What follows belongs to an exercise in optimizing a design on an open flow for small area and a short achievable clock period; a production flow would make more cautious choices.
RTL that was checked went through simulation tests only; none was proved equivalent to the original.
No activity file was given, so power comes from the tool's default toggle rates.

Design fixedFloatConversion, start of the top module:
module fixedFloatConversion(
  input wire clk,
  input wire rst,
  input wire[31:0] targetnumber,
  input wire[4:0] fixpointpos,
  input wire opcode,
  output reg[31:0] result);
For scale: ~880 cells after synthesis, about 32 flip-flops, ~72 I/O pins.
==> flow/config.mk <==
export PLATFORM = sky130hd
export DESIGN_NAME = fixedFloatConversion
export DESIGN_NICKNAME = fixedFloatConversion
export VERILOG_FILES = /design/flow/design.v
export SDC_FILE = /design/flow/constraint.sdc
export NUM_CORES = 4
export LEC_CHECK = 0
export ABC_AREA = 1
export CAP_MARGIN = 20
export CORE_MARGIN = 2
export CORE_UTILIZATION = 40
export CTS_BUF_LIST = sky130_fd_sc_hd__clkbuf_8
export SETUP_SLACK_MARGIN = 3.6
export SLEW_MARGIN = 20
export TNS_END_PERCENT = 0
==> flow/constraint.sdc <==
create_clock -name core_clock -period 9.0 [get_ports {clk}]
set_input_delay 1.8000 -clock core_clock [delete_from_list [all_inputs] [get_ports {clk}]]
set_output_delay 1.8000 -clock core_clock [all_outputs]
set_load 0.01 [all_outputs]
standard.sh (not shown) runs the stock make flow with config.mk's settings and CLKGATE_MAP_FILE= SYNTH_SCRIPT=/design/flow/synth_recipe.tcl, a recipe that flattens the netlist after the stock synthesis.
==> flow/flow/run.sh <==
#!/bin/bash
# Standard layout with three changes:
#  - synthesis maps with the ABC script flow/map.abc (registers untouched:
#    abc runs without -dff, so the standard synthesis's flip-flops remain);
#  - the port buffers are the smallest buffer cell;
#  - no adder cells (ADDER_MAP_FILE empty): abc maps the adders as logic.
set -euo pipefail
W=$(pwd)
export BUFFER_PORTS_ARGS="-buffer_cell sky130_fd_sc_hd__buf_1"
# no half/full adder cells: the adders are left to abc as plain logic
export ADDER_MAP_FILE=""
{
  echo 'proc abc {args} {'
  echo '  set i [lsearch $args -script]'
  echo "  if {\$i >= 0} { lset args [expr {\$i+1}] $W/flow/map.abc }"
  echo '  yosys abc {*}$args'
  echo '}'
  cat "$W/synth_recipe.tcl"
} > "$W/my_synth.tcl"
sed -E "s#'?SYNTH_SCRIPT=[^ ']*'?#SYNTH_SCRIPT=$W/my_synth.tcl#" "$W/standard.sh" > "$W/my_standard.sh"
grep -q "SYNTH_SCRIPT=$W/my_synth.tcl" "$W/my_standard.sh"
bash "$W/my_standard.sh" > "$W/standard.log" 2>&1
==> flow/flow/map.abc <==
strash
dch -f
map -B 0.9
The first run went through all stages and came out clean.
==> next run, changes <==
- CTS_BUF_LIST: sky130_fd_sc_hd__clkbuf_8 -> not set
- PLACE_DENSITY: not set -> 0.75
- fmax shrinks by 0.91%
- clock-buffer cell count stays the same
- via count grows by 2.1%
- clock power grows by 32%
- routed wire length shrinks by 1.2%
- die area is unchanged
- hold slack gains 0.0056 ns
- final cell count is about the same
- utilization shrinks by 0.21 points
- setup slack loses 0.046 ns
- critical path depth grows by 5

* * *

The RTL this note starts from:
==> flow/design.v <==
`timescale 1ns / 1ps
module fixedFloatConversion(
  input wire clk,
  input wire rst,
  input wire[31:0] targetnumber,
  input wire[4:0] fixpointpos,
  input wire opcode,
  output reg[31:0] result);
wire        s  = targetnumber[31];
wire [30:0] t  = targetnumber[30:0];
wire        nz = |t;
wire [4:0] lz;
lzc32 ulz (.w({t ^ {31{s}}, 1'b1}), .lz(lz));
wire [9:0] d     = 10'd150 - {5'd0, fixpointpos} - {2'd0, targetnumber[30:23]};
wire       valid = (d[9:5] == 5'd0);
wire [4:0] bsh   = ~d[4:0];
wire [54:0] x0 = opcode ? {31'd0, 1'b1, t[22:0]} : {t, 24'd0};
wire [4:0]  sh = opcode ? bsh : lz;
wire [54:16] x1 = sh[4] ? x0[38:0]  : x0[54:16];
wire [54:24] x2 = sh[3] ? x1[46:16] : x1[54:24];
wire [54:28] x3 = sh[2] ? x2[50:24] : x2[54:28];
wire [54:30] x4 = sh[1] ? x3[52:28] : x3[54:30];
wire [54:31] y  = sh[0] ? x4[53:30] : x4[54:31];
wire st = (~sh[4] & |x0[15:0]) | (~sh[3] & |x1[23:16]) | (~sh[2] & |x2[27:24])
        | (~sh[1] & |x3[29:28]) | (~sh[0] & x4[30]);
wire        cin = ~opcode & st;
wire [24:0] vp;                  
prefix_or #(.N(25)) pb (.a({y[54:31], cin}), .y(vp));
wire [23:0] low = y[54:31] ^ ({24{s}} & vp[23:0]);
wire [7:0]  e0 = 8'd157 - {3'd0, fixpointpos} - {3'd0, lz};
wire [7:0]  e  = (s & ~vp[24]) ? e0 + 8'd1 : e0;
wire keep = opcode ? valid : nz;
always @(posedge clk) begin
  result[22:0]  <= keep ? low[22:0] : 23'd0;
  result[30:23] <= keep ? (opcode ? {{7{s & vp[24]}}, low[23]} : e) : 8'd0;
  result[31]    <= keep & s & (~opcode | vp[24]);
end
endmodule
module lzc32 (
  input  wire [31:0] w,
  output wire [4:0]  lz);
  wire [15:0] z1; wire [15:0] c1;
  wire [7:0]  z2; wire [15:0] c2;
  wire [3:0]  z3; wire [11:0] c3;
  wire [1:0]  z4; wire [7:0]  c4;
  genvar i;
  generate
    for (i = 0; i < 16; i = i + 1) begin : l1
      assign z1[i] = ~(w[2*i+1] | w[2*i]);
      assign c1[i] = ~w[2*i+1];
    end
    for (i = 0; i < 8; i = i + 1) begin : l2
      assign z2[i] = z1[2*i+1] & z1[2*i];
      assign c2[2*i+1:2*i] = z1[2*i+1] ? {1'b1, c1[2*i]} : {1'b0, c1[2*i+1]};
    end
    for (i = 0; i < 4; i = i + 1) begin : l3
      assign z3[i] = z2[2*i+1] & z2[2*i];
      assign c3[3*i+2:3*i] = z2[2*i+1] ? {1'b1, c2[4*i+1:4*i]} : {1'b0, c2[4*i+3:4*i+2]};
    end
    for (i = 0; i < 2; i = i + 1) begin : l4
      assign z4[i] = z3[2*i+1] & z3[2*i];
      assign c4[4*i+3:4*i] = z3[2*i+1] ? {1'b1, c3[6*i+2:6*i]} : {1'b0, c3[6*i+5:6*i+3]};
    end
  endgenerate
  assign lz = z4[1] ? {1'b1, c4[3:0]} : {1'b0, c4[7:4]};
endmodule
module prefix_or #(parameter N = 32) (
  input  wire [N-1:0] a,
  output wire [N-1:0] y);
  localparam L = $clog2(N);
  wire [N-1:0] p [0:L];
  assign p[0] = a;
  genvar k, i;
  generate
    for (k = 0; k < L; k = k + 1) begin : lv
      for (i = 0; i < N; i = i + 1) begin : bt
        if ((i >> k) & 1)
          assign p[k+1][i] = p[k][i] | p[k][((i >> k) << k) - 1];
        else
          assign p[k+1][i] = p[k][i];
      end
    end
  endgenerate
  assign y = p[L];
endmodule
Settings: LEC_CHECK=0, ABC_AREA=1, CAP_MARGIN=20, CORE_MARGIN=2, CORE_UTILIZATION=40, SETUP_SLACK_MARGIN=3, SLEW_MARGIN=20, TNS_END_PERCENT=0; clock period 9.0 ns.
==> flow/flow/run.sh <==
#!/bin/bash
# Standard layout with two changes:
#  - synthesis maps with the ABC script flow/map.abc (registers untouched:
#    abc runs without -dff, so the standard synthesis's flip-flops remain);
#  - the port buffers are the smallest buffer cell.
set -euo pipefail
W=$(pwd)
export BUFFER_PORTS_ARGS="-buffer_cell sky130_fd_sc_hd__buf_1"
{
  echo 'proc abc {args} {'
  echo '  set i [lsearch $args -script]'
  echo "  if {\$i >= 0} { lset args [expr {\$i+1}] $W/flow/map.abc }"
  echo '  yosys abc {*}$args'
  echo '}'
  cat "$W/synth_recipe.tcl"
} > "$W/my_synth.tcl"
sed -E "s#'?SYNTH_SCRIPT=[^ ']*'?#SYNTH_SCRIPT=$W/my_synth.tcl#" "$W/standard.sh" > "$W/my_standard.sh"
grep -q "SYNTH_SCRIPT=$W/my_synth.tcl" "$W/my_standard.sh"
bash "$W/my_standard.sh" > "$W/standard.log" 2>&1
==> flow/flow/map.abc <==
strash
dch -f
map -B 0.9
strash
dch -f
map -B 0.9
topo
stime -c
buffer -c
upsize -c
dnsize -c
The first run ran to the end with no violations.
Change:
==> flow/flow/map.abc (replaced) <==
strash
dch -f
map -B 0.9
Count of clock-buffer cells in the layout stays the same.
Routed wire length falls by 4.0%.
Setup slack degrades by 0.096 ns.
Die area is lower by 11%.
Critical path depth goes up by 5.
Synthesized cell count drops by about 9%.
Synthesized area decreases by about 11%.
Utilization rose by 4.8 points.
Final area goes down by about 3%.
First-iteration DRC count came out lower by about 30%.
Change:
==> flow/flow/map.abc (replaced) <==
strash
dch -f
map -a
topo
stime -c
buffer -c
upsize -c
dnsize -c
Via count drops by 15%.
Clock power drops by 18%.
Non-clock buffer count climbs by 14.
Area after synthesis hardly moves.
Routed wire length drops by 9.7%.
Final area drops by 0.87%.
Utilization drops by 0.43 points.
Die area hardly moves.
Final cell count drops by 13%.
Flip-flop and latch count stays the same.
Change:
==> flow/flow/map.abc (replaced) <==
strash
&get -n
&dch -f
&nf -R 1000
&put
topo
stime -c
buffer -c
upsize -c
dnsize -c
Hold slack improved by 0.024 ns.
Global-route usage went up by 3.1 points.
Routed wire length climbs by 3.3%.
Via count decreases by 7.2%.
Combinational power grows by 41%.
Cell area came out higher by 7.1%.
Count of clock-buffer cells in the layout rose by 1.
Sequential power goes up by about 6%.
Critical path depth goes down by 4.
Worst setup slack degrades by 0.44 ns.
Non-clock buffer count rises by 52.
Change:
==> flow/flow/map.abc (replaced) <==
strash
dch -f
map -a
After rerunning:
- The changed run completed without violations
- maximum frequency rises by a few percent
- worst hold slack is worse by 0.24 ns
- synthesized cell count is higher by about a fifth
- power goes down by about a fifth
- count of clock-buffer cells in the layout stays the same
- synthesized area drops by a few percent
- combinational power went down by a quarter to a third
- routed wire length came out higher by a little under a tenth
- clock power decreases by a little under a tenth
Function was not checked in any run of this note: the RTL went through the layout flow alone.

port drivers added, routing unchanged:
In the flow no input, the clock included, has a driving cell. The finished layouts below were timed again as built, in two steps. Step 1: set_driving_cell puts a clkbuf_16 on clk and a buf_2 on each other input, an assumption about the parent block. Step 2 times the ports against the registers' clock, not the clock port: input delays grow and output delays shrink by t, the midpoint of the rising clock arrivals with the driver on. Slacks: ideal / step 1 / step 2; pairs: ideal / step 1.
| run | t (ns) | setup WS [ns] | hold slack, ns |
|---|---|---|---|
| the first run of note 1 | 0.334 | 3.934 / 3.950 / 3.616 | 2.027 / 2.020 / 2.207 |
| the second run of note 1 | 0.333 | 3.888 / 3.896 / 3.563 | 2.032 / 2.024 / 2.211 |
| the first run of note 2 | 0.309 | 3.518 / 3.530 / 3.221 | 2.102 / 2.090 / 2.201 |
| the second run of note 2 | 0.305 | 3.422 / 3.433 / 3.128 | 2.114 / 2.100 / 2.200 |
| the third run of note 2 | 0.300 | 3.240 / 3.255 / 2.954 | 2.141 / 2.130 / 2.199 |
| the fourth run of note 2 | 0.294 | 2.800 / 2.727 / 2.432 | 2.165 / 2.166 / 2.200 |
| the fifth run of note 2 | 0.311 | 3.103 / 3.115 / 2.804 | 1.928 / 1.927 / 2.203 |
After both steps setup and hold are still met in every run listed. The setup slack of the fourth run of note 2, which loses most, moves by -0.073 ns with the drivers and by -0.368 ns with both steps.
